What follows belongs to an exercise in optimizing a design on an open flow for a short achievable clock period and few clock cycles; a production flow would make more cautious choices. The RTL was checked by simulation tests, not by an equivalence proof against the original design. The clock cells of run 2 come from the design's own scripts or RTL, not from TritonCTS. The flow treats the clock pin as an ideal source. Dropping or thinning the clock tree relies on that and would not hold on a real chip. Power is estimated from default activity; no workload was simulated.

==> design.v <==
`timescale 1ns / 1ps
module MCU_add8(a, b, s, cout);
parameter CIN = 1'b0;
input  [7:0] a, b;
output [7:0] s;
output       cout;
wire [7:0] p, c;
MCU_pfx8 #(.CIN(CIN)) u_pfx (.a(a), .b(b), .p(p), .c(c), .cout(cout));
MCU_xor8 u_xor (.p(p), .c(c), .s(s));
endmodule
module MCU_xor8(p, c, s);
input  [7:0] p, c;
output [7:0] s;
assign s = p ^ c;
endmodule
module MCU_pfx8(a, b, p, c, cout);
parameter CIN = 1'b0;
input  [7:0] a, b;
output [7:0] p, c;
output       cout;
wire [7:0] p0 = a ^ b;
assign p = p0;
wire       cin = CIN;
wire [7:0] g0 = (a & b) | {7'b0, p0[0] & cin};
wire [7:0] g1, p1, g2, p2, g3;
genvar i;
generate
  for (i = 0; i < 8; i = i + 1) begin : l1
    if (i >= 1) begin : x
      assign g1[i] = g0[i] | (p0[i] & g0[i-1]);
      assign p1[i] = p0[i] & p0[i-1];
    end else begin : y
      assign g1[i] = g0[i];
      assign p1[i] = p0[i];
    end
  end
  for (i = 0; i < 8; i = i + 1) begin : l2
    if (i >= 2) begin : x
      assign g2[i] = g1[i] | (p1[i] & g1[i-2]);
      assign p2[i] = p1[i] & p1[i-2];
    end else begin : y
      assign g2[i] = g1[i];
      assign p2[i] = p1[i];
    end
  end
  for (i = 0; i < 8; i = i + 1) begin : l3
    if (i >= 4) begin : x
      assign g3[i] = g2[i] | (p2[i] & g2[i-4]);
    end else begin : y
      assign g3[i] = g2[i];
    end
  end
endgenerate
assign c    = {g3[6:0], cin};
assign cout = g3[7];
endmodule
module MCU_alu(a, b, a2, b2, sh, mskl, mskr, op_add, op_sub, op_slt, op_and, op_or,
               op_xor, op_not, op_mov, op_shl, op_shr, op_ld, op_in,
               rdata, indata, res, zr, zall);
input  [7:0] a, b, a2, b2;
input  [2:0] sh;
input  [7:0] mskl, mskr;
input        op_add, op_sub, op_slt, op_and, op_or, op_xor, op_not, op_mov,
             op_shl, op_shr, op_ld, op_in;
input  [7:0] rdata, indata;
output [7:0] res;
output       zr;
output       zall;
wire [7:0] sum, diff, fast;
wire       c_add, c_sub;
MCU_add8 #(.CIN(1'b0)) u_add (.a(a), .b(b),  .s(sum),  .cout(c_add));
MCU_add8 #(.CIN(1'b1)) u_sub (.a(a), .b(~b), .s(diff), .cout(c_sub));
MCU_alufast u_fast (.a(a2), .b(b2), .sh(sh), .op_and(op_and), .op_or(op_or),
                    .op_xor(op_xor), .op_not(op_not), .op_mov(op_mov),
                    .op_shl(op_shl), .op_shr(op_shr), .y(fast));
MCU_resmix u_mix (.fast(fast), .sum(sum), .diff(diff), .c_sub(c_sub),
                  .op_add(op_add), .op_sub(op_sub), .op_slt(op_slt), .res(res));
MCU_aluzero u_zero (.a(a2), .b(b2), .mskl(mskl), .mskr(mskr), .c_sub(c_sub),
                    .op_add(op_add), .op_sub(op_sub), .op_slt(op_slt),
                    .op_and(op_and), .op_or(op_or), .op_xor(op_xor),
                    .op_not(op_not), .op_mov(op_mov), .op_shl(op_shl),
                    .op_shr(op_shr), .op_ld(op_ld), .op_in(op_in),
                    .rdata(rdata), .indata(indata), .zr(zr), .zall(zall));
endmodule
module MCU_alufast(a, b, sh, op_and, op_or, op_xor, op_not, op_mov, op_shl,
                   op_shr, y);
input  [7:0] a, b;
input  [2:0] sh;
input        op_and, op_or, op_xor, op_not, op_mov, op_shl, op_shr;
output [7:0] y;
wire [7:0] shl = a << sh;
wire [7:0] shr = a >> sh;
assign y = ({8{op_and}} & (a & b))
         | ({8{op_or}}  & (a | b))
         | ({8{op_xor}} & (a ^ b))
         | ({8{op_not}} & ~a)
         | ({8{op_mov}} & a)
         | ({8{op_shl}} & shl)
         | ({8{op_shr}} & shr);
endmodule
module MCU_resmix(fast, sum, diff, c_sub, op_add, op_sub, op_slt, res);
input  [7:0] fast, sum, diff;
input        c_sub, op_add, op_sub, op_slt;
output [7:0] res;
assign res = fast
           | ({8{op_add}} & sum)
           | ({8{op_sub}} & diff)
           | {7'b0, op_slt & ~c_sub};
endmodule
module MCU_aluzero(a, b, mskl, mskr, c_sub, op_add, op_sub, op_slt, op_and,
                   op_or, op_xor, op_not, op_mov, op_shl, op_shr, op_ld, op_in,
                   rdata, indata, zr, zall);
input  [7:0] a, b, mskl, mskr;
input        c_sub, op_add, op_sub, op_slt, op_and, op_or, op_xor, op_not,
             op_mov, op_shl, op_shr, op_ld, op_in;
input  [7:0] rdata, indata;
output       zr, zall;
wire z_add = ~|((a ^ b) ^ {a[6:0] | b[6:0], 1'b0});
wire z_eq  = ~|(a ^ b);
assign zr = (op_add & z_add)
          | (op_sub & z_eq)
          | (op_and & ~|(a & b))
          | (op_or  & ~|(a | b))
          | (op_xor & z_eq)
          | (op_not & (&a))
          | (op_mov & ~|a)
          | (op_shl & ~|(a & mskl))
          | (op_shr & ~|(a & mskr));
assign zall = zr
            | (op_slt & c_sub)
            | (op_ld  & ~|rdata)
            | (op_in  & ~|indata);
endmodule
module MCU_opsel(res, rdata, indata, oth, s_res, s_ld, s_in, s_oth, y);
input  [7:0] res, rdata, indata, oth;
input        s_res, s_ld, s_in, s_oth;
output [7:0] y;
assign y = ({8{s_res}} & res) | ({8{s_ld}} & rdata) | ({8{s_in}} & indata)
         | ({8{s_oth}} & oth);
endmodule
`timescale 1ns / 1ps
module MCU_pcsel(t, p1, p2, e1, e2, e3, e4, bok, c00, c01, c10, c11, k0, k1);
input  [7:0] t, p1, p2;
input        e1, e2, e3, e4, bok;
output [7:0] c00, c01, c10, c11;    
output       k0, k1;                
wire tk0 = e1 | e3;                 
wire tk1 = e1 | e2;                 
wire fx1 = e4;                      
assign c00 = tk0 ? t : p1;
assign c10 = (tk1 | fx1) ? t : p1;
assign c01 = ~bok ? c00 : (tk0 ? t : p2);
assign c11 = ~bok ? c10 : ((tk1 | fx1) ? t : p2);
assign k0 = bok & tk0;
assign k1 = bok & tk1 & ~fx1;
endmodule
module MCU_zsel(z, c00, c01, c10, c11, k0, k1, c0, c1, k);
input        z, k0, k1;
input  [7:0] c00, c01, c10, c11;
output [7:0] c0, c1;
output       k;
assign c0 = z ? c10 : c00;
assign c1 = z ? c11 : c01;
assign k  = z ? k1 : k0;
endmodule
module MCU_bsel(b, c0, c1, k1, pc, kill);
input  [7:0] c0, c1;
input        b, k1;
output [7:0] pc;
output       kill;
assign pc   = b ? c1 : c0;
assign kill = b & k1;
endmodule
module MCU_isbr(op, y);
input  [4:0] op;
output       y;
assign y = (op[4:1] == 4'b0101) | (op == 5'b01100) | (op[4:1] == 4'b1001);
endmodule
`timescale 1ns / 1ps
module MCU(clk,reset,imem_addr,imem_data,dmem_addr,dmem_we,dmem_wdata,dmem_rdata,
           in_data,out_we,out_addr,out_data);
input clk,reset;
output [7:0] imem_addr;
input [16:0] imem_data;
output [7:0] dmem_addr;
output dmem_we;
output [7:0] dmem_wdata;
input [7:0] dmem_rdata;
input [7:0] in_data;
output out_we;
output [7:0] out_addr, out_data;
localparam [4:0] OP_ADD = 5'b00001, OP_ANI = 5'b00010, OP_ADI = 5'b00011,
                 OP_SUB = 5'b00100, OP_SLT = 5'b00101, OP_NOT = 5'b00110,
                 OP_LD  = 5'b00111, OP_ST  = 5'b01000, OP_MOV = 5'b01001,
                 OP_JMP = 5'b01010, OP_JMR = 5'b01011, OP_JML = 5'b01100,
                 OP_ORI = 5'b01101, OP_XOR = 5'b01110, OP_SHL = 5'b01111,
                 OP_SHR = 5'b10001, OP_BZ  = 5'b10010, OP_BNZ = 5'b10011,
                 OP_IN  = 5'b10100, OP_OUT = 5'b10101;
reg [7:0]  pc_f;         
reg [7:0]  pc_o;         
reg        kill_f;       
reg [16:0] ir_d;         
reg [7:0]  pc1_d;        
reg        kill_d;       
reg [7:0]  a_ex, b_ex;   
reg [7:0]  a2_ex, b2_ex;   
reg [7:0]  q_addr;       
reg [7:0]  q_wdata;      
reg [2:0]  sh_ex;
reg [7:0]  mskl_ex, mskr_ex;   
reg [2:0]  da_ex;
reg        rw_ex, mw_ex, out_ex;
reg        add_ex, sub_ex, slt_ex, and_ex, or_ex, xor_ex, not_ex, mov_ex,
           shl_ex, shr_ex, ld_ex, in_ex;
reg        bz_ex, bnz_ex, jr_ex, jpc_ex;
reg        pend_ex;      
reg [7:0]  t_ex;         
reg [7:0]  t1_ex;        
reg        az_ex;        
reg        fc_v;         
reg [7:0]  fc_key;       
reg [7:0]  fc_s;         
reg [7:0]  fc_t;         
reg [7:0]  fc_x3;        
reg [2:0]  fc_r;         
reg        fc_pol;       
reg        fold_f;       
reg        fold_v;       
reg        fv_pred;      
reg        pf_en;        
reg [7:0]  pf_key, pf_s, pf_t, pf_x3;
reg [2:0]  pf_r;
reg        pf_pol;
reg        fw_a_r, fw_e_r, fslowa_r, fslowe_r, frfz_r;
reg        fwd_a_r, fwd_b_r;
reg [7:0]  pa, pb, pt;
reg        pz_a;         
reg        pone_a;       
reg [7:0]  rf [1:7];
reg        rfz [1:7];    
wire [7:0] alu_ex;       
wire [7:0] res_ex;       
wire       zr_ex, zall_ex;
MCU_alu u_alu (.a(a_ex), .b(b_ex), .a2(a2_ex), .b2(b2_ex), .sh(sh_ex), .mskl(mskl_ex), .mskr(mskr_ex),
               .op_add(add_ex), .op_sub(sub_ex), .op_slt(slt_ex), .op_and(and_ex),
               .op_or(or_ex), .op_xor(xor_ex), .op_not(not_ex), .op_mov(mov_ex),
               .op_shl(shl_ex), .op_shr(shr_ex), .op_ld(ld_ex), .op_in(in_ex),
               .rdata(dmem_rdata), .indata(in_data), .res(alu_ex), .zr(zr_ex), .zall(zall_ex));
MCU_opsel u_wb (.res(alu_ex), .rdata(dmem_rdata), .indata(in_data), .oth(8'd0),
                .s_res(~ld_ex & ~in_ex), .s_ld(ld_ex), .s_in(in_ex), .s_oth(1'b0),
                .y(res_ex));
assign dmem_addr  = q_addr;
assign dmem_wdata = q_wdata;
assign dmem_we    = mw_ex;
assign out_addr   = q_addr;
assign out_data   = q_wdata;
assign out_we     = out_ex;
always @(posedge clk)
  if (rw_ex && da_ex != 3'd0) begin
    rf[da_ex]  <= res_ex;
    rfz[da_ex] <= zall_ex;
  end
wire a_ex_zero = az_ex;
wire ex_cond   = (bz_ex & a_ex_zero) | (bnz_ex & ~a_ex_zero);
wire ex_taken  = jpc_ex | jr_ex | ex_cond;
wire take_ex   = kill_d & ex_taken;         
wire recover   = pend_ex & (ex_cond | jr_ex);   
wire [4:0] op  = ir_d[16:12];
wire [2:0] da  = ir_d[11:9];
wire [2:0] aa  = ir_d[8:6];
wire [2:0] ba  = ir_d[5:3];
wire [5:0] im  = ir_d[5:0];
wire [2:0] sh  = ir_d[2:0];
reg d_add, d_sub, d_slt, d_and, d_or, d_xor, d_not, d_mov, d_shl, d_shr, d_ld, d_in, d_st, d_out, d_jmp, d_jml, d_jmr, d_bz, d_bnz, d_isbr, d_rw, d_imm, d_sext, d_link, d_dec;
wire [7:0] imm = {{2{d_sext & im[5]}}, im};
wire [7:0] rf_a = pa;     
wire [7:0] rf_b = pb;     
wire ex_wr = rw_ex && (da_ex != 3'd0);
wire fwd_a = fwd_a_r;    
wire fwd_b = fwd_b_r;    
wire [7:0] a_oth = d_link ? pc1_d : rf_a;
wire [7:0] b_oth = d_imm ? imm : rf_b;
wire fa_res = fwd_a & ~ld_ex & ~in_ex, fa_ld = fwd_a & ld_ex, fa_in = fwd_a & in_ex;
wire fb_res = fwd_b & ~ld_ex & ~in_ex, fb_ld = fwd_b & ld_ex, fb_in = fwd_b & in_ex;
wire [7:0] a_val, a2_val, qa_val, b_val, b2_val, qd_val;
MCU_opsel u_sa  (.res(alu_ex), .rdata(dmem_rdata), .indata(in_data), .oth(a_oth),
                 .s_res(fa_res), .s_ld(fa_ld), .s_in(fa_in), .s_oth(~fwd_a), .y(a_val));
MCU_opsel u_sa2 (.res(alu_ex), .rdata(dmem_rdata), .indata(in_data), .oth(a_oth),
                 .s_res(fa_res), .s_ld(fa_ld), .s_in(fa_in), .s_oth(~fwd_a), .y(a2_val));
MCU_opsel u_sqa (.res(alu_ex), .rdata(dmem_rdata), .indata(in_data), .oth(a_oth),
                 .s_res(fa_res), .s_ld(fa_ld), .s_in(fa_in), .s_oth(~fwd_a), .y(qa_val));
MCU_opsel u_sb  (.res(alu_ex), .rdata(dmem_rdata), .indata(in_data), .oth(b_oth),
                 .s_res(fb_res), .s_ld(fb_ld), .s_in(fb_in), .s_oth(~fwd_b), .y(b_val));
MCU_opsel u_sb2 (.res(alu_ex), .rdata(dmem_rdata), .indata(in_data), .oth(b_oth),
                 .s_res(fb_res), .s_ld(fb_ld), .s_in(fb_in), .s_oth(~fwd_b), .y(b2_val));
MCU_opsel u_sqd (.res(alu_ex), .rdata(dmem_rdata), .indata(in_data), .oth(b_oth),
                 .s_res(fb_res), .s_ld(fb_ld), .s_in(fb_in), .s_oth(~fwd_b), .y(qd_val));
wire [7:0] t_rel = pt;     
wire       rf_a_zero = pz_a;
wire [2:0] fr   = fc_r;
wire fw_a   = fw_a_r;
wire fw_e   = fw_e_r;
wire fslowa = fslowa_r;
wire fslowe = fslowe_r;
wire unfold = fold_f & (fslowa | fslowe);
wire [7:0] rf_one;
assign rf_one[0] = 1'b0;
genvar gi;
generate
  for (gi = 1; gi < 8; gi = gi + 1) begin : one
    assign rf_one[gi] = (rf[gi] == 8'd1);
  end
endgenerate
wire fdec   = fold_f & fw_a & d_dec & ~fwd_a;
wire fdecz  = pone_a;
wire fpred  = fold_f & fw_a & ~fslowa & ~fdec;      
wire fexe   = fold_f & ~fw_a & fw_e & ~fslowe;      
wire frfz   = frfz_r;
wire fexr   = fold_f & ~fw_a & ~fw_e;               
wire frecover = fold_v & zr_ex;
wire kill_cur = recover | unfold;                   
wire dv    = ~kill_f & ~kill_cur;           
wire defer = fwd_a & (ld_ex | in_ex | slt_ex);   
wire d_pend = dv & (((d_bz | d_bnz) & defer) | (d_jmr & fwd_a));
wire e1 = take_ex | recover | unfold
        | (fpred & fc_pol)
        | (fexr & (fc_pol ? ~frfz : frfz))
        | (fdec & (fc_pol ? ~fdecz : fdecz))
        | (dv & (d_jmp | d_jml | (d_jmr & ~fwd_a)))
        | (dv & ~fwd_a & ((d_bz & rf_a_zero) | (d_bnz & ~rf_a_zero)));
wire e2 = (dv & fwd_a & ~defer & d_bz) | (fexe & ~fc_pol);
wire e3 = (dv & fwd_a & ~defer & d_bnz) | (fexe & fc_pol);
wire ts1 = unfold;                                    
wire ts2 = fold_v & fv_pred;                          
wire ts3 = (fold_v & ~fv_pred) | (fold_f & ~unfold);  
wire ts4 = recover & ~jr_ex & d_isbr;
wire ts5 = (recover & ~jr_ex & ~d_isbr) | (take_ex & ~jr_ex);
wire ts6 = (take_ex & jr_ex) | (recover & jr_ex & ~d_isbr);
wire ts9 = recover & jr_ex & d_isbr;
wire ts7 = dv & d_jmr;
wire ts8 = ~(ts1 | ts2 | ts3 | ts4 | ts5 | ts6 | ts7 | ts9);
wire [7:0] t = ({8{ts1}} & (fc_s - 8'd2)) | ({8{ts2}} & fc_x3) | ({8{ts3}} & fc_t)
             | ({8{ts4}} & t1_ex) | ({8{ts5}} & t_ex) | ({8{ts6}} & a2_ex)
             | ({8{ts7}} & rf_a) | ({8{ts8}} & t_rel) | ({8{ts9}} & (a2_ex + 8'd1));
wire [4:0] fop = imem_data[16:12];
wire n_add = (fop == OP_ADD) | (fop == OP_ADI);
wire n_sub = (fop == OP_SUB);
wire n_slt = (fop == OP_SLT);
wire n_and = (fop == OP_ANI);
wire n_or  = (fop == OP_ORI);
wire n_xor = (fop == OP_XOR);
wire n_not = (fop == OP_NOT);
wire n_mov = (fop == OP_MOV) | (fop == OP_JML);
wire n_shl = (fop == OP_SHL);
wire n_shr = (fop == OP_SHR);
wire n_ld  = (fop == OP_LD);
wire n_in  = (fop == OP_IN);
wire n_st  = (fop == OP_ST);
wire n_out = (fop == OP_OUT);
wire n_jmp = (fop == OP_JMP);
wire n_jml = (fop == OP_JML);
wire n_jmr = (fop == OP_JMR);
wire n_bz  = (fop == OP_BZ);
wire n_bnz = (fop == OP_BNZ);
wire n_isbr = n_jmp | n_jml | n_jmr | n_bz | n_bnz;
wire n_rw  = n_add | n_sub | n_slt | n_and | n_or | n_xor | n_not | n_mov |
             n_shl | n_shr | n_ld | n_in;
wire n_imm  = (fop == OP_ANI) | (fop == OP_ORI) | (fop == OP_ADI);
wire n_sext = (fop == OP_ADI);
wire n_link = n_jmp | n_jml;        
wire [2:0] faa = imem_data[8:6];
wire fwd_a_n = d_rw & (da != 3'd0) & (da == imem_data[8:6]) & ~n_link;
wire fwd_b_n = d_rw & (da != 3'd0) & (da == imem_data[5:3]) & ~n_imm;
wire fw_a_n = n_rw & (imem_data[11:9] == fc_r) & (fc_r != 3'd0);
wire fw_e_n = d_rw & (da == fc_r) & (fc_r != 3'd0);
wire f_exw = ex_wr & (da_ex == faa);      
wire [2:0] fba = imem_data[5:3];
wire f_exwb = ex_wr & (da_ex == fba);
wire n_dec  = (fop == OP_ADI) & (imem_data[5:0] == 6'h3F) & ~f_exw;
wire f_br;
MCU_isbr u_isbr (.op(fop), .y(f_br));
wire [7:0] pc_p1 = pc_f + 8'd1;
wire [7:0] pc_p2 = pc_f + 8'd2;
wire fhit = fc_v & (pc_f == fc_key) & ~kill_f & ~kill_d & ~fold_f & ~fold_v &
            ~take_ex & ~recover & ~d_isbr & ~pf_en;
wire [7:0] p1 = fhit ? fc_s : fold_f ? fc_x3 : pc_p1;
wire ffill = dv & (d_bz | d_bnz) & ~defer & im[5] & ~f_br;
wire [7:0] pc_nxt;
wire       kill_nxt;
wire [7:0] pc_c0, pc_c1, pc_c00, pc_c01, pc_c10, pc_c11;
wire       pc_k0, pc_k1z;
wire       pc_k1;
MCU_pcsel u_pcsel (.t(t), .p1(p1), .p2(pc_p2),
                   .e1(e1), .e2(e2), .e3(e3), .e4(fold_v), .bok(~kill_f & ~kill_cur),
                   .c00(pc_c00), .c01(pc_c01), .c10(pc_c10), .c11(pc_c11),
                   .k0(pc_k0), .k1(pc_k1z));
MCU_zsel u_zsel (.z(zr_ex), .c00(pc_c00), .c01(pc_c01), .c10(pc_c10), .c11(pc_c11),
                 .k0(pc_k0), .k1(pc_k1z), .c0(pc_c0), .c1(pc_c1), .k(pc_k1));
MCU_bsel u_bsel (.b(f_br), .c0(pc_c0), .c1(pc_c1), .k1(pc_k1), .pc(pc_nxt),
                 .kill(kill_nxt));
wire [7:0] pc_nxt_o;
wire       kill_nxt_o;
MCU_bsel u_bsel_o (.b(f_br), .c0(pc_c0), .c1(pc_c1), .k1(pc_k1), .pc(pc_nxt_o),
                   .kill(kill_nxt_o));
assign imem_addr = pc_o;
wire kd = kill_f | kill_cur | frecover;    
always @(posedge clk or negedge reset)
begin
  if (!reset) begin
    pc_f    <= 8'd0;
    pc_o    <= 8'd0;
    kill_f  <= 1'b0;
    ir_d    <= 17'd0;
    d_add <= 1'b0;
    fwd_a_r <= 1'b0;
    fwd_b_r <= 1'b0;
    d_sub <= 1'b0;
    d_slt <= 1'b0;
    d_and <= 1'b0;
    d_or <= 1'b0;
    d_xor <= 1'b0;
    d_not <= 1'b0;
    d_mov <= 1'b0;
    d_shl <= 1'b0;
    d_shr <= 1'b0;
    d_ld <= 1'b0;
    d_in <= 1'b0;
    d_st <= 1'b0;
    d_out <= 1'b0;
    d_jmp <= 1'b0;
    d_jml <= 1'b0;
    d_jmr <= 1'b0;
    d_bz <= 1'b0;
    d_bnz <= 1'b0;
    d_isbr <= 1'b0;
    d_rw <= 1'b0;
    d_imm <= 1'b0;
    d_sext <= 1'b0;
    d_link <= 1'b0;
    d_dec <= 1'b0;
    kill_d  <= 1'b0;
    rw_ex   <= 1'b0;
    mw_ex   <= 1'b0;
    out_ex  <= 1'b0;
    add_ex  <= 1'b0; sub_ex <= 1'b0; slt_ex <= 1'b0; and_ex <= 1'b0;
    or_ex   <= 1'b0; xor_ex <= 1'b0; not_ex <= 1'b0; mov_ex <= 1'b0;
    shl_ex  <= 1'b0; shr_ex <= 1'b0; ld_ex  <= 1'b0; in_ex  <= 1'b0;
    bz_ex   <= 1'b0; bnz_ex <= 1'b0; jr_ex  <= 1'b0; jpc_ex <= 1'b0;
    pend_ex <= 1'b0;
    fc_v    <= 1'b0;
    fold_f  <= 1'b0;
    fold_v  <= 1'b0;
    pf_en   <= 1'b0;
  end else begin
    pc_f    <= pc_nxt;
    pc_o    <= pc_nxt_o;
    kill_f  <= kill_nxt;
    ir_d    <= (kill_f | kill_cur | frecover) ? 17'd0 : imem_data;
    d_add <= kd ? 1'b0 : n_add;
    fwd_a_r <= kd ? 1'b0 : fwd_a_n;
    fwd_b_r <= kd ? 1'b0 : fwd_b_n;
    d_sub <= kd ? 1'b0 : n_sub;
    d_slt <= kd ? 1'b0 : n_slt;
    d_and <= kd ? 1'b0 : n_and;
    d_or <= kd ? 1'b0 : n_or;
    d_xor <= kd ? 1'b0 : n_xor;
    d_not <= kd ? 1'b0 : n_not;
    d_mov <= kd ? 1'b0 : n_mov;
    d_shl <= kd ? 1'b0 : n_shl;
    d_shr <= kd ? 1'b0 : n_shr;
    d_ld <= kd ? 1'b0 : n_ld;
    d_in <= kd ? 1'b0 : n_in;
    d_st <= kd ? 1'b0 : n_st;
    d_out <= kd ? 1'b0 : n_out;
    d_jmp <= kd ? 1'b0 : n_jmp;
    d_jml <= kd ? 1'b0 : n_jml;
    d_jmr <= kd ? 1'b0 : n_jmr;
    d_bz <= kd ? 1'b0 : n_bz;
    d_bnz <= kd ? 1'b0 : n_bnz;
    d_isbr <= kd ? 1'b0 : n_isbr;
    d_rw <= kd ? 1'b0 : n_rw;
    d_imm <= kd ? 1'b0 : n_imm;
    d_sext <= kd ? 1'b0 : n_sext;
    d_link <= kd ? 1'b0 : n_link;
    d_dec <= kd ? 1'b0 : n_dec;
    kill_d  <= kill_f | kill_cur | frecover;
    fold_f  <= fhit & ~f_br;
    fold_v  <= fpred;
    pf_en   <= ffill;
    if (pf_en) fc_v <= 1'b1;
    rw_ex   <= d_rw;
    mw_ex   <= d_st;
    out_ex  <= d_out;
    add_ex  <= d_add; sub_ex <= d_sub; slt_ex <= d_slt; and_ex <= d_and;
    or_ex   <= d_or;  xor_ex <= d_xor; not_ex <= d_not; mov_ex <= d_mov;
    shl_ex  <= d_shl; shr_ex <= d_shr; ld_ex  <= d_ld;  in_ex  <= d_in;
    bz_ex   <= d_bz;  bnz_ex <= d_bnz; jr_ex  <= d_jmr; jpc_ex <= d_jmp | d_jml;
    pend_ex <= d_pend;
  end
end
always @(posedge clk)
begin
  pc1_d   <= pc_p1;
  fw_a_r   <= fw_a_n;
  fw_e_r   <= fw_e_n;
  fslowa_r <= fw_a_n & (n_ld | n_in | n_slt);
  fslowe_r <= ~fw_a_n & fw_e_n & (d_ld | d_in | d_slt);
  frfz_r   <= (fc_r == 3'd0) ? 1'b1 : (ex_wr & (da_ex == fc_r)) ? zall_ex : rfz[fc_r];
  pa      <= (faa == 3'd0) ? 8'd0 : f_exw ? res_ex : rf[faa];
  pb      <= (fba == 3'd0) ? 8'd0 : f_exwb ? res_ex : rf[fba];
  pt      <= pc_p1 + {{2{imem_data[5]}}, imem_data[5:0]};
  pz_a    <= (faa == 3'd0) ? 1'b1 : f_exw ? zall_ex : rfz[faa];
  pone_a  <= (faa != 3'd0) & rf_one[faa];
  fv_pred <= fc_pol;
  pf_key  <= pc1_d - 8'd2;
  pf_s    <= pc_f;
  pf_t    <= t_rel;
  pf_x3   <= pc_p1;
  pf_r    <= aa;
  pf_pol  <= d_bnz;
  if (pf_en) begin
    fc_key <= pf_key;
    fc_s   <= pf_s;
    fc_t   <= pf_t;
    fc_x3  <= pf_x3;
    fc_r   <= pf_r;
    fc_pol <= pf_pol;
  end
  da_ex   <= da;
  a_ex    <= a_val;
  b_ex    <= b_val;
  a2_ex   <= a2_val;
  b2_ex   <= b2_val;
  q_addr  <= qa_val;
  q_wdata <= qd_val;
  sh_ex   <= sh;
  mskl_ex <= 8'hFF >> sh;
  mskr_ex <= 8'hFF << sh;
  t_ex    <= t_rel;
  az_ex   <= d_link ? (pc1_d == 8'd0) : fwd_a ? zall_ex : rf_a_zero;
  t1_ex   <= t_rel + 8'd1;
end
endmodule
==> flow/run.sh <==
#!/bin/bash
set -euo pipefail
bash standard.sh SETUP_SLACK_MARGIN=5.5 MATCH_CELL_FOOTPRINT=0 \
  "BUFFER_PORTS_ARGS=-buffer_cell sky130_fd_sc_hd__buf_4" finish > standard_flow.log 2>&1
==> standard.sh <==
#!/bin/bash
# synth_recipe.tcl (not shown) runs the flow's synth.tcl, then flattens the netlist and writes it again
# the make line also repeats each setting of config.mk as NAME=value (left out here)
make -C /OpenROAD-flow-scripts/flow DESIGN_CONFIG=/design/flow/config.mk WORK_HOME=/design/flow/orfs CLKGATE_MAP_FILE= SYNTH_SCRIPT=/design/flow/synth_recipe.tcl "${@:-finish}"
==> config.mk <==
export PLATFORM = sky130hd
export DESIGN_NAME = MCU
export DESIGN_NICKNAME = MCU
export VERILOG_FILES = /design/flow/design.v
export SDC_FILE = /design/flow/constraint.sdc
export NUM_CORES = 4
export LEC_CHECK = 0
export ABC_CLOCK_PERIOD_IN_PS = 2000
export CAP_MARGIN = 20
export CORE_MARGIN = 2
export CORE_UTILIZATION = 40
export SLEW_MARGIN = 20
export SYNTH_HIERARCHICAL = 1
export TNS_END_PERCENT = 100
==> constraint.sdc <==
create_clock -name core_clock -period 8.0 [get_ports {clk}]
set_input_delay 1.6000 -clock core_clock [delete_from_list [all_inputs] [get_ports {clk}]]
set_output_delay 1.6000 -clock core_clock [all_outputs]
set_load 0.01 [all_outputs]
==> impl_metrics.py, run 1 <==
metrics = {
    "drt": {
        "routed-via-count": 13500,
        "wire_per_inst_um": 23.0,
        "firstDrtPassIters": 8,
        "vias_per_cell": 5.78,
        "drtIter0Drc": 1427,
        "drcViolationCount": 0,
        "postRouteAntennaNets": 0,
        "drt-total-wl_um": 53800,
    },
    "floorplanning": {
        "die-area_mm2": 0.0459,
        "fp.dieW_um": 214,
        "io_pins": 77,
        "die_h_um": 214,
        "coreArea_mm2": 0.0439,
        "rows": 77,
        "start_util": 0.403,
    },
    "finish": {
        "final_cell_count_no_fill": 2334,
        "largest_reg_flops": 64,
        "top_register": "rf",
        "top_regs": "rf (64), ir_d (12)",
        "utilization": 0.504,
        "area_growth_pct": 25.2,
        "layout.cells.most_common": "buf_4",
        "postLayoutCellArea_mm2": 0.0222,
        "mostFrequentLayoutCells": "113 x buf_4, 107 x edfxtp_1, 97 x dfxtp_1, 87 x nand2_1, 81 x inv_1",
        "layout-drive-gt1-share": 0.378,
        "fin_nets": 1809,
    },
    "timing": {
        "period_minus_slack_ns": 2.69,
        "setup_viol": 0,
        "clock_skew_ns": 0.0326,
        "min_period_over_period": 0.337,
        "fin_hold_ws_ns": 0.336,
        "hold_viol": 0,
        "timing.fmax_mhz": 371,
        "drv_slew": 0,
        "rsz0062_at_grt": "yes",
        "fin_ws_ns": 5.31,
        "worst_pin_slew_ns": 1.11,
        "setup_tns_ns": 0,
        "max-slew-margin-rel": 0.263,
    },
    "cts": {
        "clk_latency_ns": 0.56,
        "clock_path_buffers": 3,
        "clock-root-buffer": "clkbuf_16",
        "ctsHoldBuffers": 0,
        "cts_htree_levels": 2,
        "cts.clk_slew.worst_paths_ns": 0.06,
        "cts_tree": "yes",
        "cts_sinks": 326,
        "cts_made_buffers": 35,
    },
    "logic_synthesis": {
        "yosys_warnings": 7,
        "synthCells": 1570,
        "synth_area_mm2": 0.0177,
        "syn_avg_cell_area_um2": 11.3,
    },
    "power": {
        "peakVddDrop_v": 0.000208,
        "p_total_mw": 5.97,
        "leakage_nw": 8.87,
        "power.density_mw_per_mm2": 269,
    },
    "placed_design": {
        "portBuffers": 76,
        "place_congestion": 0.908,
        "place_hpwl_um": 35600,
        "place_ws_ns": 4.16,
        "placed_area_mm2": 0.0184,
        "placedCellCount": 2150,
    },
    "setup_path": {
        "slowest_stage": "edfxtp_1",
        "worst-path-max-fanout": 2,
        "critPathBufInv": 0,
        "arrival_ns": 3.13,
        "max_stage_delay_ns": 0.47,
        "cp-start-kind": "flop",
        "crit_chain": "mux2_4 -> a22o_1 -> a221o_1 -> a211o_1 -> a211o_1 -> o31ai_4 -> o21ai_1 -> mux2_4 -> mux2_4",
        "path_class": "reg2reg",
        "cp-end-kind": "flop",
        "crit_family": "compound AO/OA/AOI/OAI gates",
        "critPathRequiredTime_ns": 8.43,
        "crit_top_cell": "mux2_4",
    },
    "run": {
        "cap_violations": 0,
    },
    "hold_path": {
        "hp-class": "reg2reg",
    },
    "status": {
        "outcome": "complete, no violations",
    },
    "grt": {
        "gr-total-overflow": 0,
        "grt_max_degree": 65,
        "grt_usage": 0.229,
        "grt_pass1_vias": 13300,
        "grt_antenna_before_repair": 4,
        "grt_pass1_wl_um": 81200,
    },
}
[power by group]
part           switching (mW)  total, mW  internal, mW
Sequential              0.303       2.34          2.04
Clock                   0.675       1.67         0.991
Combinational           0.946       1.96          1.01
Total                    1.92       5.97          4.04
[worst paths after layout]
kind	end	slack, ns	cells past startpoint	startpoint
max in group asynchronous	pf_en$_DFF_PN0_	5.83	2	reset
min reg2reg	sub_ex$_DFF_PN0_	0.34	0	d_sub$_DFF_PN0_
min in group asynchronous	pc_o[3]$_DFF_PN0_	0.94	1	reset
max reg2reg	pc_o[6]$_DFF_PN0_	5.31	9	fc_x3[6]$_DFFE_PP_
min	sub_ex$_DFF_PN0_	0.34	0	d_sub$_DFF_PN0_
max	pc_o[6]$_DFF_PN0_	5.31	9	fc_x3[6]$_DFFE_PP_
[routing by layer]
| layer | wire [um] | up-vias | global-route usage |
|---|---|---|---|
| li1 | - | 6081 | - |
| met1 | 22200 | 6708 | 0.303 |
| met2 | 25900 | 597 | 0.379 |
| met3 | 4000 | 94 | 0.0401 |
| met4 | 1640 | 0 | 0.0785 |
| met5 | 0 | - | 0 |
[final cells by class]
class	count	area [um^2]
fill	3839	21800
tap	592	741
timing repair inverter	1	5.00
antenna	4	10.0
clock inverter	8	58.8
sequential	326	8120
inverter	92	354
clock buffer	55	1150
multi-input combinational	1062	9730
timing repair buffer	194	1990
[timing repair]
item	CTS	global route
endpoints found under the hold margin	0	0
endpoints found under the setup margin	240	194
cloned	12	0
setup buffers	77	28
pin swaps	82	74
resized for setup	246	111
Testbench counts, summed over its fixed seeds: cycles 136,101.
==> run 2: changes to the inputs <==
--- a/design.v
+++ b/design.v
@@ -4,22 +4,7 @@
 input  [7:0] a, b;
 output [7:0] s;
 output       cout;
-wire [7:0] p, c;
-MCU_pfx8 #(.CIN(CIN)) u_pfx (.a(a), .b(b), .p(p), .c(c), .cout(cout));
-MCU_xor8 u_xor (.p(p), .c(c), .s(s));
-endmodule
-module MCU_xor8(p, c, s);
-input  [7:0] p, c;
-output [7:0] s;
-assign s = p ^ c;
-endmodule
-module MCU_pfx8(a, b, p, c, cout);
-parameter CIN = 1'b0;
-input  [7:0] a, b;
-output [7:0] p, c;
-output       cout;
 wire [7:0] p0 = a ^ b;
-assign p = p0;
 wire       cin = CIN;
 wire [7:0] g0 = (a & b) | {7'b0, p0[0] & cin};
 wire [7:0] g1, p1, g2, p2, g3;
@@ -51,7 +36,7 @@
     end
   end
 endgenerate
-assign c    = {g3[6:0], cin};
+assign s    = p0 ^ {g3[6:0], cin};
 assign cout = g3[7];
 endmodule
 module MCU_alu(a, b, a2, b2, sh, mskl, mskr, op_add, op_sub, op_slt, op_and, op_or,
==> flow/run.sh (replaced) <==
#!/bin/bash
# The standard layout (standard.sh: the standard synthesis, floorplan,
# placement, CTS and routing) with these changes:
#  - ports are buffered with buf_4 (later resized) instead of delay cells;
#  - the clock tree is two levels of clkbuf_16 (four, then twelve) (flow/manual_cts.tcl,
#    sourced by ORFS's cts.tcl in place of TritonCTS).
# The SDC and the clock period are unchanged.
set -euo pipefail
bash standard.sh SETUP_SLACK_MARGIN=5.5 MATCH_CELL_FOOTPRINT=0 \
  "BUFFER_PORTS_ARGS=-buffer_cell sky130_fd_sc_hd__buf_4" \
  "PRE_CTS_TCL=$PWD/flow/manual_cts.tcl" finish > standard_flow.log 2>&1
==> flow/manual_cts.tcl (new file) <==
# Sourced by ORFS's cts.tcl before it builds the clock tree (PRE_CTS_TCL).
# Replaces TritonCTS with a two-level tree of clkbuf_16: the clock port
# drives four buffers, one at the centre of each quarter of the flip-flops;
# each drives three leaf buffers, one at the centre of each third of its
# quarter, which drive the flip-flops.  Everything else in cts.tcl (timing
# repair, detailed placement) runs as usual.
proc mcts_centre { g } {
  set sx 0; set sy 0
  foreach s $g { incr sx [lindex $s 1]; incr sy [lindex $s 2] }
  return [list [expr { $sx / [llength $g] }] [expr { $sy / [llength $g] }]]
}

proc mcts_split { g k idx } {
  set srt [lsort -integer -index $idx $g]
  set n [llength $srt]
  set out {}
  for { set i 0 } { $i < $k } { incr i } {
    set a [expr { ($n * $i) / $k }]
    set b [expr { ($n * ($i + 1)) / $k - 1 }]
    lappend out [lrange $srt $a $b]
  }
  return $out
}

proc mcts_buffer { block master name in_net xy } {
  set inst [odb::dbInst_create $block $master $name]
  set net [odb::dbNet_create $block "net_$name"]
  $net setSigType CLOCK
  [$inst findITerm A] connect $in_net
  [$inst findITerm X] connect $net
  $inst setLocation [lindex $xy 0] [lindex $xy 1]
  $inst setPlacementStatus PLACED
  return $net
}

proc clock_tree_synthesis { args } {
  set block [ord::get_db_block]
  set master [[ord::get_db] findMaster sky130_fd_sc_hd__clkbuf_16]
  set clk [$block findNet clk]
  $clk setSigType CLOCK
  set sinks {}
  foreach it [$clk getITerms] {
    if { [$it isInputSignal] } {
      set bb [[$it getInst] getBBox]
      lappend sinks [list $it [expr { ([$bb xMin] + [$bb xMax]) / 2 }] \
        [expr { ([$bb yMin] + [$bb yMax]) / 2 }]]
    }
  }
  puts "manual_cts: [llength $sinks] clock sinks"
  set quarters {}
  foreach half [mcts_split $sinks 2 1] {
    foreach q [mcts_split $half 2 2] { lappend quarters $q }
  }
  set i 0
  foreach q $quarters {
    set c [mcts_centre $q]
    set n1 [mcts_buffer $block $master "clkbuf_m_$i" $clk $c]
    puts "manual_cts: clkbuf_m_$i at $c"
    set j 0
    foreach leaf [mcts_split $q 3 [expr { 1 + $i % 2 }]] {
      set lc [mcts_centre $leaf]
      set n2 [mcts_buffer $block $master "clkbuf_m_${i}_$j" $n1 $lc]
      foreach s $leaf {
        set it [lindex $s 0]
        $it disconnect
        $it connect $n2
      }
      puts "manual_cts: clkbuf_m_${i}_$j at $lc drives [llength $leaf] sinks"
      incr j
    }
    incr i
  }
  set_propagated_clock [all_clocks]
}
==> run 2 against run 1 <==
Still clean; cell count is 1.0% lower; register-to-register slack worse by 0.12 ns; die area up 0.82%; clock power decreased by 49%; synthesized cell count grew 0.57%; synthesized area is 0.83% higher; clock skew is 0.019 ns lower; wire length is 1.0% higher; critical path type unchanged; critical endpoint is now rf[6][0]$_DFFE_PP_.
==> impl_metrics.py, run 2 <==
metrics = {
    "grt": {
        "grt_pass1_wl_um": 81400,
        "gr-total-overflow": 0,
        "grt_antenna_before_repair": 3,
        "grt_max_degree": 64,
        "grt_pass1_vias": 13200,
        "grt_usage": 0.225,
    },
    "floorplanning": {
        "start_util": 0.404,
        "die-area_mm2": 0.0463,
        "rows": 77,
        "fp.dieW_um": 215,
        "io_pins": 77,
        "coreArea_mm2": 0.0441,
        "die_h_um": 215,
    },
    "setup_path": {
        "crit_family": "compound AO/OA/AOI/OAI gates",
        "arrival_ns": 2.90,
        "slowest_stage": "fa_2",
        "path_class": "reg2reg",
        "cp-end-kind": "flop",
        "worst-path-max-fanout": 5,
        "r2r_start": "b_ex[0]$_DFF_P_",
        "r2r-end": "rf[6][0]$_DFFE_PP_",
        "r2r.worst_path.cells": 15,
        "crit_chain": "inv_2 -> inv_2 -> ha_4 -> fa_2 -> nor2b_4 -> o21ai_2 -> a21oi_2 -> buf_4 -> a211oi_2 -> a21oi_2 -> nand2b_4 -> nand3_4 -> a22oi_2 -> nand2_2 -> buf_4",
        "critPathRequiredTime_ns": 8.09,
        "regToRegSetupSlack_ns": 5.19,
        "critPathBufInv": 4,
        "cp-start-kind": "flop",
        "crit_start": "b_ex[0]$_DFF_P_",
        "max_stage_delay_ns": 0.37,
    },
    "drt": {
        "drtIter0Drc": 1642,
        "drcViolationCount": 0,
        "wire_per_inst_um": 23.5,
        "firstDrtPassIters": 7,
        "vias_per_cell": 5.85,
        "postRouteAntennaNets": 0,
        "routed-via-count": 13500,
        "drt-total-wl_um": 54300,
    },
    "timing": {
        "clock_skew_ns": 0.0134,
        "hold_viol": 0,
        "timing.fmax_mhz": 356,
        "worst_pin_slew_ns": 1.07,
        "rsz0062_at_grt": "yes",
        "min_period_over_period": 0.352,
        "period_minus_slack_ns": 2.81,
        "setup_viol": 0,
        "setup_tns_ns": 0,
        "max-slew-margin-rel": 0.286,
        "drv_slew": 0,
    },
    "placed_design": {
        "place_congestion": 0.911,
        "portBuffers": 76,
        "placed_area_mm2": 0.0186,
        "place_hpwl_um": 36300,
    },
    "hold_path": {
        "hp-class": "reg2reg",
        "hold_start": "ir_d[6]$_DFF_PN0_",
        "whs_endpoint": "pf_r[0]$_DFF_P_",
        "hold_depth": 0,
    },
    "logic_synthesis": {
        "synth_area_mm2": 0.0178,
        "yosys_warnings": 7,
        "syn_avg_cell_area_um2": 11.3,
        "synthCells": 1579,
    },
    "finish": {
        "fin_nets": 1817,
        "layout-drive-gt1-share": 0.359,
        "mostFrequentLayoutCells": "148 x buf_4, 114 x dfxtp_1, 107 x edfxtp_1, 94 x nand2_1, 86 x inv_1",
        "top_register": "rf",
        "top_regs": "rf (64), ir_d (12)",
        "multi_input_area_mm2": 0.00976,
        "final-seq-area_mm2": 0.00810,
        "largest_reg_flops": 64,
        "layout.cells.most_common": "buf_4",
        "postLayoutCellArea_mm2": 0.0214,
        "num-fill-cells": 3947,
        "area_growth_pct": 20.2,
    },
    "cts": {
        "ctsHoldBuffers": 0,
        "cts.clk_slew.worst_paths_ns": 0.10,
        "clk_latency_ns": 0.32,
    },
    "power": {
        "leakage_nw": 8.41,
        "peakVddDrop_v": 0.000174,
        "p_total_mw": 5.21,
        "power.density_mw_per_mm2": 243,
    },
    "run": {
        "cap_violations": 0,
    },
    "status": {
        "outcome": "complete, no violations",
    },
}
run 2: stage by stage:
stage	std cells	util	setup WS [ns]	hold slack, ns
floorplan	1596	-	4.99	0.324
global placement	2164	0.422	4.44	0.326
detailed placement	2164	0.422	4.31	0.330
CTS	2281	0.470	5.16	0.359
global route	2308	0.486	5.03	0.365
finish	2310	0.486	5.19	0.358
run 2: final cells by class:
cell class                      instances  area share
Timing Repair inverter                  1    0.000234
Antenna cell                            2    0.000234
Inverter                              101      0.0183
Tap cell                              592      0.0346
Timing Repair Buffer                  205      0.0949
Sequential cell                       326       0.378
Buffer                                 16      0.0187
Multi-Input combinational cell       1067       0.455
run 2: repair_timing:
item | in CTS | in global routing
setup buffers | 90 | 26
endpoints found under the setup margin | 201 | 159
resized for setup | 241 | 86
gates cloned | 11 | 0
pin swaps | 77 | 55
run 2: worst max path at each step:
stage | endpoint | slack [ns] | depth (start not counted)
floorplan | pb[0]$_SDFF_PN0_ | 4.99 | 6
finish | rf[6][0]$_DFFE_PP_ | 5.19 | 15
global route | pb[0]$_SDFF_PN0_ | 5.03 | 16
CTS | pa[3]$_SDFF_PN0_ | 5.16 | 7
global placement | pa[4]$_SDFF_PN0_ | 4.44 | 6
detailed placement | pa[3]$_SDFF_PN0_ | 4.31 | 6
run 2: worst register-to-register path, cell delays in order (launching register included):
cell      delay (ns)
dfxtp_2         0.34
inv_2           0.05
inv_2           0.04
ha_4            0.16
fa_2            0.37
nor2b_4         0.12
o21ai_2         0.07
a21oi_2         0.18
buf_4           0.14
a211oi_2        0.03
a21oi_2         0.24
nand2b_4        0.20
nand3_4         0.09
a22oi_2         0.23
nand2_2         0.15
buf_4           0.19
run 2: per-layer routing:
layer,share of wire,vias up,global-route usage
met4,0.043,2,0.0821
met2,0.47,640,0.371
met3,0.075,141,0.0350
met5,0.00024,-,0
met1,0.42,6661,0.301
li1,-,6069,-
run 2: report_power, final:
group          switching, mW  internal, mW  total [mW]  leakage, nW
logic                   1.01          1.04        2.06         5.03
clock network          0.484         0.364       0.848        0.197
registers              0.274          2.03        2.30         3.18
total                   1.77          3.44        5.21         8.41
Testbench counts of run 2, summed over its fixed seeds: cycles 136,101.

-- port drivers added, routing unchanged --
How much do the figures lean on ideal ports? The routed layouts below were timed once more, with nothing changed but the port constraints.
Step 1, drivers: a clkbuf_16 drives clk and a buf_2 each remaining input, both assumed.
Step 2, shift: input delay + t, output delay - t, t = (earliest + latest rising clock arrival at the registers) / 2. This alone moves slack from input paths to output paths.
Slacks: no drivers / after step 1 / after step 2; pairs: no drivers / after step 1.
run	t, ns	setup slack, ns	latest minus earliest clock arrival (ns)	worst data-port slew with drivers (ns)	cell pins on the clock port's net
run 1	0.597	5.306 / 5.256 / 4.725	0.032 / 0.033	0.22	1
run 2	0.427	5.187 / 5.188 / 4.795	0.014 / 0.015	0.15	4
After both steps every run listed still meets setup and hold. For run 1, which loses most, drivers alone change the setup slack by -0.050 ns; drivers and shift together by -0.581 ns.
